What follows belongs to an exercise in optimizing a design on an open flow for small area; a production flow would make more cautious choices.
Function was checked by simulation only, so behaviour that the tests miss may differ from the original.

==> run R: inputs <==
// camera_init
module camera_init (
	input clk,
	input reset_n,
	output ready,
	output wire sda_oe,
	output wire sda,
	input wire sda_in,
	output scl
);
==> module i2c_module, before the edit <==
module i2c_module(
	input clk,
	input reset_n,
	output sda_oe,
	input  sda_in,
	output sda,
	output scl,
	input  data_bit,         
	output [3:0] bit_sel,    
	input  last,             
	output inc,              
	output ready
);
reg [8:0] p;
reg [1:0] byte_r;
reg [3:0] slot;
reg ack;
wire ev     = &p;                                 
wire ev_ack = p[8] & ~p[7] & (&p[6:0]);           
wire ev_rdy = p[8] & ~p[7] & (p[6:0] == 7'd1);    
wire special = &byte_r;
wire s9 = slot[3] & slot[0];                      
wire s8 = slot[3] & ~slot[0];
wire is_k = s8 & ~special;
wire is_g = s9 & ~special;
wire is_i = special & (slot == 4'd7);
wire done = special & slot[3] & slot[1];           
wire lastbyte = byte_r[1] & ~byte_r[0];
assign inc = ev & is_g & lastbyte & ack;
assign bit_sel = {byte_r[1], slot[2:0]};
assign ready = done;
always @(posedge clk) begin
	if (!reset_n)
		p <= 9'd0;
	else
		p <= p + 9'd1;
end
always @(posedge clk) begin
	if (ev_ack && is_k)
		ack <= ~sda_in;
end
always @(posedge clk) begin
	if (!reset_n) begin
		byte_r <= 2'd3;
		slot <= 4'd8;
	end else if (is_i && ev_rdy && last) begin
		slot <= 4'd10;
	end else if (ev && !done) begin
		if (is_g && (!ack || lastbyte)) begin
			byte_r <= 2'd3;
			slot <= 4'd7;
		end else if (s9) begin
			byte_r <= byte_r + 2'd1;
			slot <= 4'd0;
		end else
			slot <= slot + 4'd1;
	end
end
wire cd = p[8] ^ p[7];
wire q3 = p[8] & p[7];
wire addr_bit = ~(slot[2] ^ slot[1]) & (slot[1] ^ slot[0]);    
assign sda_oe = ~is_k;
assign sda = s9 ? 1'b0 :
             special ? 1'b1 :
             (byte_r == 2'd0) ? addr_bit : data_bit;
assign scl = s9 ? (special ? ~q3 : ((q3 & (~ack | lastbyte)) | (cd & ack & lastbyte))) :
             special ? 1'b1 : cd;
endmodule
==> flow/config.mk <==
export PLATFORM = sky130hd
export DESIGN_NAME = camera_init
export DESIGN_NICKNAME = camera_init
export VERILOG_FILES = /design/flow/design.v
export SDC_FILE = /design/flow/constraint.sdc
export NUM_CORES = 4
export LEC_CHECK = 0
export ABC_AREA = 1
export CAP_MARGIN = 20
export CELL_PAD_IN_SITES_DETAIL_PLACEMENT = 1
export CORE_MARGIN = 2
export CORE_UTILIZATION = 30
export CTS_BUF_LIST = sky130_fd_sc_hd__clkbuf_2 sky130_fd_sc_hd__clkbuf_8
export SLEW_MARGIN = 20
==> flow/constraint.sdc <==
create_clock -name core_clock -period 10.0 [get_ports {clk}]
set_input_delay 2.0000 -clock core_clock [delete_from_list [all_inputs] [get_ports {clk}]]
set_output_delay 2.0000 -clock core_clock [all_outputs]
set_load 0.01 [all_outputs]
standard.sh (not shown) runs the stock make flow with config.mk's settings and CLKGATE_MAP_FILE= SYNTH_SCRIPT=/design/flow/synth_recipe.tcl, a recipe that flattens the netlist after the stock synthesis.
==> flow/flow/run.sh <==
#!/bin/bash
# Layout flow: the standard synthesis, then the combinational logic of
# its netlist is re-mapped by ABC with an area-oriented script (the
# flip-flops are kept: same instances, names and cell types), then the standard flow's
# standard layout from floorplan to finish. Each tool writes its own log
# into the work folder.
set -euo pipefail
W=$PWD
R=$W/orfs/results/$FLOW_PLATFORM/camera_init/base
YOSYS=${YOSYS_EXE:-$FLOW_HOME/../tools/install/yosys/bin/yosys}

bash standard.sh synth > $W/log_1_standard_synth.log 2>&1

cp $R/1_2_yosys.v $W/standard_1_2_yosys.v
RS_LIB=$FLOW_HOME/platforms/$FLOW_PLATFORM/lib/sky130_fd_sc_hd__tt_025C_1v80.lib \
RS_IN=$W/standard_1_2_yosys.v RS_OUT=$W/resynth_1_2_yosys.v \
RS_SCRIPT=$W/flow/resynth.abc RS_TOP=$FLOW_TOP \
RS_STAT0=$W/resynth_stat_in.txt RS_STAT=$W/resynth_stat_out.txt \
RS_CONSTR=$W/flow/abc.constr \
  $YOSYS -c $W/flow/resynth.tcl > $W/log_2_resynth_yosys.log 2>&1
cp $W/resynth_1_2_yosys.v $R/1_2_yosys.v

bash standard.sh BUFFER_PORTS_ARGS="-buffer_cell sky130_fd_sc_hd__buf_1" finish > $W/log_3_standard_finish.log 2>&1
==> flow/flow/resynth.abc <==
strash
&get -n
&deepsyn -T 120
&put
dch -f
amap
==> flow/flow/resynth.tcl <==
# Re-map the combinational logic of the standard synthesis netlist with an
# area-oriented ABC script. Sequential cells (and tie cells) stay black
# boxes, so every flip-flop keeps its instance, name and cell type.
yosys -import
set lib $::env(RS_LIB)
read_liberty -ignore_miss_func $lib
foreach m {dfxtp_1 dfxtp_2 dfxtp_4 edfxtp_1 dfrtp_1 dfrtp_2 dfrtp_4 dfstp_1 dfstp_2 dfstp_4 dfxbp_1 dfxbp_2 dfrbp_1 dfrbp_2 dfbbn_1 dfbbp_1 dfsbp_1 dfsbp_2 edfxbp_1 conb_1} {
  catch { blackbox sky130_fd_sc_hd__$m }
}
read_verilog $::env(RS_IN)
hierarchy -top $::env(RS_TOP)
flatten
opt_clean -purge
tee -o $::env(RS_STAT0) stat -liberty $lib
set dont_use {}
foreach c {lpflow_bleeder_1 lpflow_clkbufkapwr_1 lpflow_clkbufkapwr_16 lpflow_clkbufkapwr_2 lpflow_clkbufkapwr_4 lpflow_clkbufkapwr_8 lpflow_clkinvkapwr_1 lpflow_clkinvkapwr_16 lpflow_clkinvkapwr_2 lpflow_clkinvkapwr_4 lpflow_clkinvkapwr_8 lpflow_decapkapwr_12 lpflow_decapkapwr_3 lpflow_decapkapwr_4 lpflow_decapkapwr_6 lpflow_decapkapwr_8 lpflow_inputiso0n_1 lpflow_inputiso0p_1 lpflow_inputiso1n_1 lpflow_inputiso1p_1 lpflow_inputisolatch_1 lpflow_isobufsrc_1 lpflow_isobufsrc_16 lpflow_isobufsrc_2 lpflow_isobufsrc_4 lpflow_isobufsrc_8 lpflow_isobufsrckapwr_16 lpflow_lsbuf_lh_hl_isowell_tap_1 lpflow_lsbuf_lh_hl_isowell_tap_2 lpflow_lsbuf_lh_hl_isowell_tap_4 lpflow_lsbuf_lh_isowell_4 lpflow_lsbuf_lh_isowell_tap_1 lpflow_lsbuf_lh_isowell_tap_2 lpflow_lsbuf_lh_isowell_tap_4 probe_p_8 probec_p_8} {
  lappend dont_use -dont_use sky130_fd_sc_hd__$c
}
abc -liberty $lib -script $::env(RS_SCRIPT) -constr $::env(RS_CONSTR) -D 10000 {*}$dont_use
opt_clean -purge
hilomap -singleton -hicell sky130_fd_sc_hd__conb_1 HI -locell sky130_fd_sc_hd__conb_1 LO
opt_clean -purge
# names left by flattening the library cells contain '.': make them private
yosys rename -hide w:*.*
read_liberty -lib -ignore_redef -ignore_miss_func $lib
tee -o $::env(RS_STAT) stat -liberty $lib
check -assert -mapped
write_verilog -noattr -nohex -nodec $::env(RS_OUT)
Other scripts of this flow, unchanged in this note and not shown: flow/flow/abc.constr
==> run B: changes against run R <==
--- a/flow/design.v
+++ b/flow/design.v
@@ -12,30 +12,42 @@
 	output ready
 );
-reg [8:0] p;
+localparam [6:0] POL = 7'b0101010;
+localparam [6:0] LFSR_T = 7'b1111111;    
+localparam [6:0] LFSR_R = 7'b1111110;    
+localparam [6:0] LFSR_1 = 7'b1111100;    
+reg [6:0] m;
+reg [1:0] q;
 reg [1:0] byte_r;
 reg [3:0] slot;
 reg ack;
-wire ev     = &p;                                 
-wire ev_ack = p[8] & ~p[7] & (&p[6:0]);           
-wire ev_rdy = p[8] & ~p[7] & (p[6:0] == 7'd1);    
-wire special = &byte_r;
-wire s9 = slot[3] & slot[0];                      
-wire s8 = slot[3] & ~slot[0];
+wire [6:0] lfsr = m ^ POL;
+wire fb = lfsr[6] ^ lfsr[5] ^ (lfsr[5:0] == 6'd0);
+wire q_end = (lfsr == LFSR_T);
+wire ev     = q_end & q[1] & q[0];                
+wire ev_ack = q_end & q[1] & ~q[0];               
+wire ev_rdy = (lfsr == LFSR_1) & q[1] & ~q[0];    
+wire special  = byte_r[1] & byte_r[0];
+wire lastbyte = byte_r[1] & ~byte_r[0];
+wire s9   = slot[3] & slot[0];                    
+wire s8   = slot[3] & ~slot[0];                   
 wire is_k = s8 & ~special;
 wire is_g = s9 & ~special;
-wire is_i = special & (slot == 4'd7);
-wire done = special & slot[3] & slot[1];           
-wire lastbyte = byte_r[1] & ~byte_r[0];
-assign inc = ev & is_g & lastbyte & ack;
+wire is_i = special & ~slot[3];
+wire done = special & slot[3] & slot[1];
+assign inc = ev & s9 & lastbyte & ack;
 assign bit_sel = {byte_r[1], slot[2:0]};
 assign ready = done;
 always @(posedge clk) begin
-	if (!reset_n)
-		p <= 9'd0;
-	else
-		p <= p + 9'd1;
+	if (!reset_n) begin
+		m <= LFSR_R ^ POL;
+		q <= 2'd0;
+	end else begin
+		m <= {lfsr[5:0], fb} ^ POL;
+		if (q_end)
+			q <= q + 2'd1;
+	end
 end
 always @(posedge clk) begin
-	if (ev_ack && is_k)
+	if (ev_ack && s8)
 		ack <= ~sda_in;
 end
@@ -54,9 +66,9 @@
 			slot <= 4'd0;
 		end else
-			slot <= slot + 4'd1;
+			slot <= {slot[3] | (&slot[2:0]), slot[2] ^ (&slot[1:0]), slot[1] ^ slot[0], ~slot[0]};
 	end
 end
-wire cd = p[8] ^ p[7];
-wire q3 = p[8] & p[7];
+wire cd = q[1] ^ q[0];
+wire q3 = q[1] & q[0];
 wire addr_bit = ~(slot[2] ^ slot[1]) & (slot[1] ^ slot[0]);    
 assign sda_oe = ~is_k;
==> flow/flow/run.sh (replaced) <==
#!/bin/bash
# Layout flow: the standard synthesis, then the combinational logic of
# its netlist is re-mapped by ABC with an area-oriented script (the
# flip-flops are kept: same instances, names and cell types), then the standard flow's
# standard layout from floorplan to finish. The re-mapping is run with a few
# random seeds in parallel and the smallest result is used. Each tool
# writes its own log into the work folder.
set -euo pipefail
W=$PWD
R=$W/orfs/results/$FLOW_PLATFORM/camera_init/base
YOSYS=${YOSYS_EXE:-$FLOW_HOME/../tools/install/yosys/bin/yosys}
LIB=$FLOW_HOME/platforms/$FLOW_PLATFORM/lib/sky130_fd_sc_hd__tt_025C_1v80.lib

bash standard.sh synth > $W/log_1_standard_synth.log 2>&1
cp $R/1_2_yosys.v $W/standard_1_2_yosys.v

SEEDS="1 2 3 4"
for s in $SEEDS; do
  printf 'strash\n&get -n\n&deepsyn -T 120 -S %s\n&put\ndch -f\namap -F 3 -A 10\n' $s > $W/resynth_$s.abc
  RS_LIB=$LIB RS_IN=$W/standard_1_2_yosys.v RS_OUT=$W/resynth_$s.v \
  RS_SCRIPT=$W/resynth_$s.abc RS_TOP=$FLOW_TOP \
  RS_STAT0=$W/resynth_stat_in.txt RS_STAT=$W/resynth_stat_$s.txt \
  RS_CONSTR=$W/flow/abc.constr \
    $YOSYS -c $W/flow/resynth.tcl > $W/log_2_resynth_yosys_$s.log 2>&1 &
done
wait
best=""; best_area=""
for s in $SEEDS; do
  a=$(awk '/Chip area/ {print $NF}' $W/resynth_stat_$s.txt 2>/dev/null || true)
  if [[ -n "$a" ]] && { [[ -z "$best" ]] || awk -v a="$a" -v b="$best_area" 'BEGIN {exit !(a < b)}'; }; then
    best=$s; best_area=$a
  fi
done
echo "resynth: seed $best, area $best_area" > $W/resynth_choice.txt
cp $W/resynth_$best.v $R/1_2_yosys.v

bash standard.sh BUFFER_PORTS_ARGS="-buffer_cell sky130_fd_sc_hd__buf_1" finish > $W/log_3_standard_finish.log 2>&1
--- a/flow/config.mk
+++ b/flow/config.mk
@@ -11,4 +11,4 @@
 export CORE_MARGIN = 2
 export CORE_UTILIZATION = 30
-export CTS_BUF_LIST = sky130_fd_sc_hd__clkbuf_2 sky130_fd_sc_hd__clkbuf_8
+export CTS_BUF_LIST = sky130_fd_sc_hd__clkbuf_4 sky130_fd_sc_hd__clkbuf_8
 export SLEW_MARGIN = 20
removed: flow/flow/resynth.abc
==> run F: changes against run R <==
--- a/flow/design.v
+++ b/flow/design.v
@@ -12,31 +12,39 @@
 	output ready
 );
-reg [8:0] p;
+localparam [6:0] POL = 7'b0101010;
+localparam [6:0] LFSR_T = 7'b1111111;    
+localparam [6:0] LFSR_R = 7'b1111110;    
+localparam [6:0] LFSR_1 = 7'b1111100;    
+reg [6:0] m;
+reg [1:0] q;
 reg [1:0] byte_r;
 reg [3:0] slot;
-reg ack;
-wire ev     = &p;                                 
-wire ev_ack = p[8] & ~p[7] & (&p[6:0]);           
-wire ev_rdy = p[8] & ~p[7] & (p[6:0] == 7'd1);    
-wire special = &byte_r;
-wire s9 = slot[3] & slot[0];                      
-wire s8 = slot[3] & ~slot[0];
+wire [6:0] lfsr = m ^ POL;
+wire fb = lfsr[6] ^ lfsr[5] ^ (lfsr[5:0] == 6'd0);
+wire q_end = (lfsr == LFSR_T);
+wire ev     = q_end & q[1] & q[0];                
+wire ev_ack = q_end & q[1] & ~q[0];               
+wire ev_rdy = (lfsr == LFSR_1) & q[1] & ~q[0];    
+wire special  = byte_r[1] & byte_r[0];
+wire lastbyte = byte_r[1] & ~byte_r[0];
+wire s9   = slot[3] & slot[0];                    
+wire s8   = slot[3] & ~slot[0];                   
+wire ack  = ~slot[2];                             
 wire is_k = s8 & ~special;
 wire is_g = s9 & ~special;
-wire is_i = special & (slot == 4'd7);
-wire done = special & slot[3] & slot[1];           
-wire lastbyte = byte_r[1] & ~byte_r[0];
-assign inc = ev & is_g & lastbyte & ack;
+wire is_i = special & ~slot[3];
+wire done = special & slot[3] & slot[1];
+assign inc = ev & s9 & lastbyte & ack;
 assign bit_sel = {byte_r[1], slot[2:0]};
 assign ready = done;
 always @(posedge clk) begin
-	if (!reset_n)
-		p <= 9'd0;
-	else
-		p <= p + 9'd1;
-end
-always @(posedge clk) begin
-	if (ev_ack && is_k)
-		ack <= ~sda_in;
+	if (!reset_n) begin
+		m <= LFSR_R ^ POL;
+		q <= 2'd0;
+	end else begin
+		m <= {lfsr[5:0], fb} ^ POL;
+		if (q_end)
+			q <= q + 2'd1;
+	end
 end
 always @(posedge clk) begin
@@ -46,4 +54,6 @@
 	end else if (is_i && ev_rdy && last) begin
 		slot <= 4'd10;
+	end else if (is_k && ev_ack) begin
+		slot[2] <= sda_in;
 	end else if (ev && !done) begin
 		if (is_g && (!ack || lastbyte)) begin
@@ -54,9 +64,9 @@
 			slot <= 4'd0;
 		end else
-			slot <= slot + 4'd1;
+			slot <= {slot[3] | (&slot[2:0]), slot[2] ^ (&slot[1:0]), slot[1] ^ slot[0], ~slot[0]};
 	end
 end
-wire cd = p[8] ^ p[7];
-wire q3 = p[8] & p[7];
+wire cd = q[1] ^ q[0];
+wire q3 = q[1] & q[0];
 wire addr_bit = ~(slot[2] ^ slot[1]) & (slot[1] ^ slot[0]);    
 assign sda_oe = ~is_k;
==> flow/flow/run.sh (replaced) <==
#!/bin/bash
# Layout flow: the standard synthesis, then the combinational logic of
# its netlist is re-mapped by ABC with area-oriented scripts (the
# flip-flops are kept: same instances, names and cell types), then the standard flow's
# standard layout from floorplan to finish. The re-mapping is tried with
# several random seeds and mappers, four at a time, and the smallest result
# is used. Each tool writes its own log into the work folder.
set -euo pipefail
W=$PWD
R=$W/orfs/results/$FLOW_PLATFORM/camera_init/base
YOSYS=${YOSYS_EXE:-$FLOW_HOME/../tools/install/yosys/bin/yosys}
LIB=$FLOW_HOME/platforms/$FLOW_PLATFORM/lib/sky130_fd_sc_hd__tt_025C_1v80.lib
JOBS=${NUM_CORES:-4}

bash standard.sh synth > $W/log_1_standard_synth.log 2>&1
cp $R/1_2_yosys.v $W/standard_1_2_yosys.v

resynth() {  # resynth NAME : ABC script in $W/resynth_NAME.abc
  RS_LIB=$LIB RS_IN=$W/standard_1_2_yosys.v RS_OUT=$W/resynth_$1.v \
  RS_SCRIPT=$W/resynth_$1.abc RS_TOP=$FLOW_TOP \
  RS_STAT0=$W/resynth_stat_in.txt RS_STAT=$W/resynth_stat_$1.txt \
  RS_CONSTR=$W/flow/abc.constr \
    $YOSYS -c $W/flow/resynth.tcl > $W/log_2_resynth_yosys_$1.log 2>&1 || true
}

NAMES=""
for s in 1 2 3 4 5 6 7 8; do
  printf 'strash\n&get -n\n&deepsyn -T 75 -S %s\n&put\ndch -f\namap -F 3 -A 10\n' $s > $W/resynth_a$s.abc
  NAMES="$NAMES a$s"
done
n=0
for name in $NAMES; do
  resynth $name &
  n=$((n + 1))
  if (( n % JOBS == 0 )); then wait; fi
done
wait

best=""; best_area=""
for name in $NAMES; do
  a=$(awk '/Chip area/ {print $NF}' $W/resynth_stat_$name.txt 2>/dev/null || true)
  echo "$name ${a:-failed}" >> $W/resynth_choice.txt
  if [[ -n "$a" ]] && { [[ -z "$best" ]] || awk -v a="$a" -v b="$best_area" 'BEGIN {exit !(a < b)}'; }; then
    best=$name; best_area=$a
  fi
done
echo "chosen: $best, area $best_area" >> $W/resynth_choice.txt
cp $W/resynth_$best.v $R/1_2_yosys.v

bash standard.sh BUFFER_PORTS_ARGS="-buffer_cell sky130_fd_sc_hd__buf_1" finish > $W/log_3_standard_finish.log 2>&1
--- a/flow/config.mk
+++ b/flow/config.mk
@@ -11,4 +11,4 @@
 export CORE_MARGIN = 2
 export CORE_UTILIZATION = 30
-export CTS_BUF_LIST = sky130_fd_sc_hd__clkbuf_2 sky130_fd_sc_hd__clkbuf_8
+export CTS_BUF_LIST = sky130_fd_sc_hd__clkbuf_4 sky130_fd_sc_hd__clkbuf_8
 export SLEW_MARGIN = 20
removed: flow/flow/resynth.abc
==> run K: changes against run R <==
--- a/flow/config.mk
+++ b/flow/config.mk
@@ -10,5 +10,5 @@
 export CELL_PAD_IN_SITES_DETAIL_PLACEMENT = 1
 export CORE_MARGIN = 2
-export CORE_UTILIZATION = 30
-export CTS_BUF_LIST = sky130_fd_sc_hd__clkbuf_2 sky130_fd_sc_hd__clkbuf_8
+export CORE_UTILIZATION = 60
+export CTS_BUF_LIST = sky130_fd_sc_hd__clkbuf_4
 export SLEW_MARGIN = 20
==> metrics.csv <==
stage,metric,value,unit
timing,timing.final.crit_share,0.6939,
finish,final_common_cell,nor2_1,
setup_path,cp_top_family,compound AO/OA/AOI/OAI gates,
finish,multi_input_area_share,0.6439,
run_status,status,no timing/DRC/antenna violations,
floorplanning,initial_utilization,0.3105,
finish,area_growth,8.770,%
setup_path,path_class,reg2out,
timing,worst_pin_slew,0.7244,ns
finish,nClkBuffers,4,
# the run above: run F

==> metrics.csv <==
stage,metric,value,unit
run_status,lastStage,global routing,
logic_synthesis,yosysWarnings,2,
placement,dp_cells,391,
placement,dp_hpwl,8.312,mm
logic_synthesis,synth_cells,338,
run_status,error,[ERROR GRT-0232] Routing congestion too high. Check the congestion heatmap in the GUI.,
placement,place_area,2133,um^2
logic_synthesis,synth_nets,341,
floorplanning,initial_utilization,0.6179,
global_routing,gr-total-overflow,46,
global_routing,gr-usage-met2,0.9579,
global_routing,grt_busiest_layer,met2,
run_status,status,did not finish,
cts,post_cts_buffers,0,
# the run above: run K

==> metrics.csv <==
stage,metric,value,unit
finish,area_growth,8.200,%
finish,nClkBuffers,3,
drt,dr.max_layer_used,met4,
cts,cts_buffer_depth,2,
setup_path,required,8.00,ns
timing,timing.final.crit_share,0.6795,
setup_path,cp_top_family,compound AO/OA/AOI/OAI gates,
timing,worst_pin_slew,0.8157,ns
global_routing,grt_start_max_net_pins,20,
setup_path,path_class,reg2out,
finish,final_common_cell,nor2_1,
run_status,status,no timing/DRC/antenna violations,
# the run above: run B

==> metrics.csv <==
stage,metric,value,unit
logic_synthesis,synth_cells,338,
timing,worst_pin_slew,0.8724,ns
setup_path,cp_top_family,simple AND/OR/NAND/NOR gates,
setup_path,startpoint,counter[0],
floorplanning,initial_utilization,0.3062,
run_status,status,no timing/DRC/antenna violations,
finish,nClkBuffers,3,
min_path,hold_end,i2c_write_module.p[0],
finish,multi_input_area_share,0.6367,
drt,via_count,2775,
setup_path,path_class,reg2out,
finish,multi_input_area,1410,um^2
timing,timing.final.crit_share,0.7050,
# the run above: run R

==> static timing again, ports no longer ideal <==
How much do the figures lean on ideal ports? The routed layouts below were timed once more, with nothing changed but the port constraints. Step 1 sets driving cells, clkbuf_16 on the clock port and buf_2 on the other inputs (assumed; they add their load-dependent delay and slew). Step 2 adds t to the input delays and takes it off the output delays; t is the mean of the earliest and latest rising clock arrival at the registers after step 1. Input paths then give back, and output paths get back, about the clock's delay inside the block. Slacks: ideal / step 1 / step 2; pairs: ideal / step 1.
run	t (ns)	slack for setup (ns)	worst hold slack (ns)	worst setup path at the end
run R	0.285	2.950 / 2.925 / 3.210	0.458 / 0.458 / 0.458	register to output
run B	0.291	3.205 / 3.181 / 3.472	0.407 / 0.407 / 0.407	register to output
run F	0.285	3.061 / 3.038 / 3.324	0.401 / 0.401 / 0.401	register to output
After both steps every run listed still meets setup and hold.
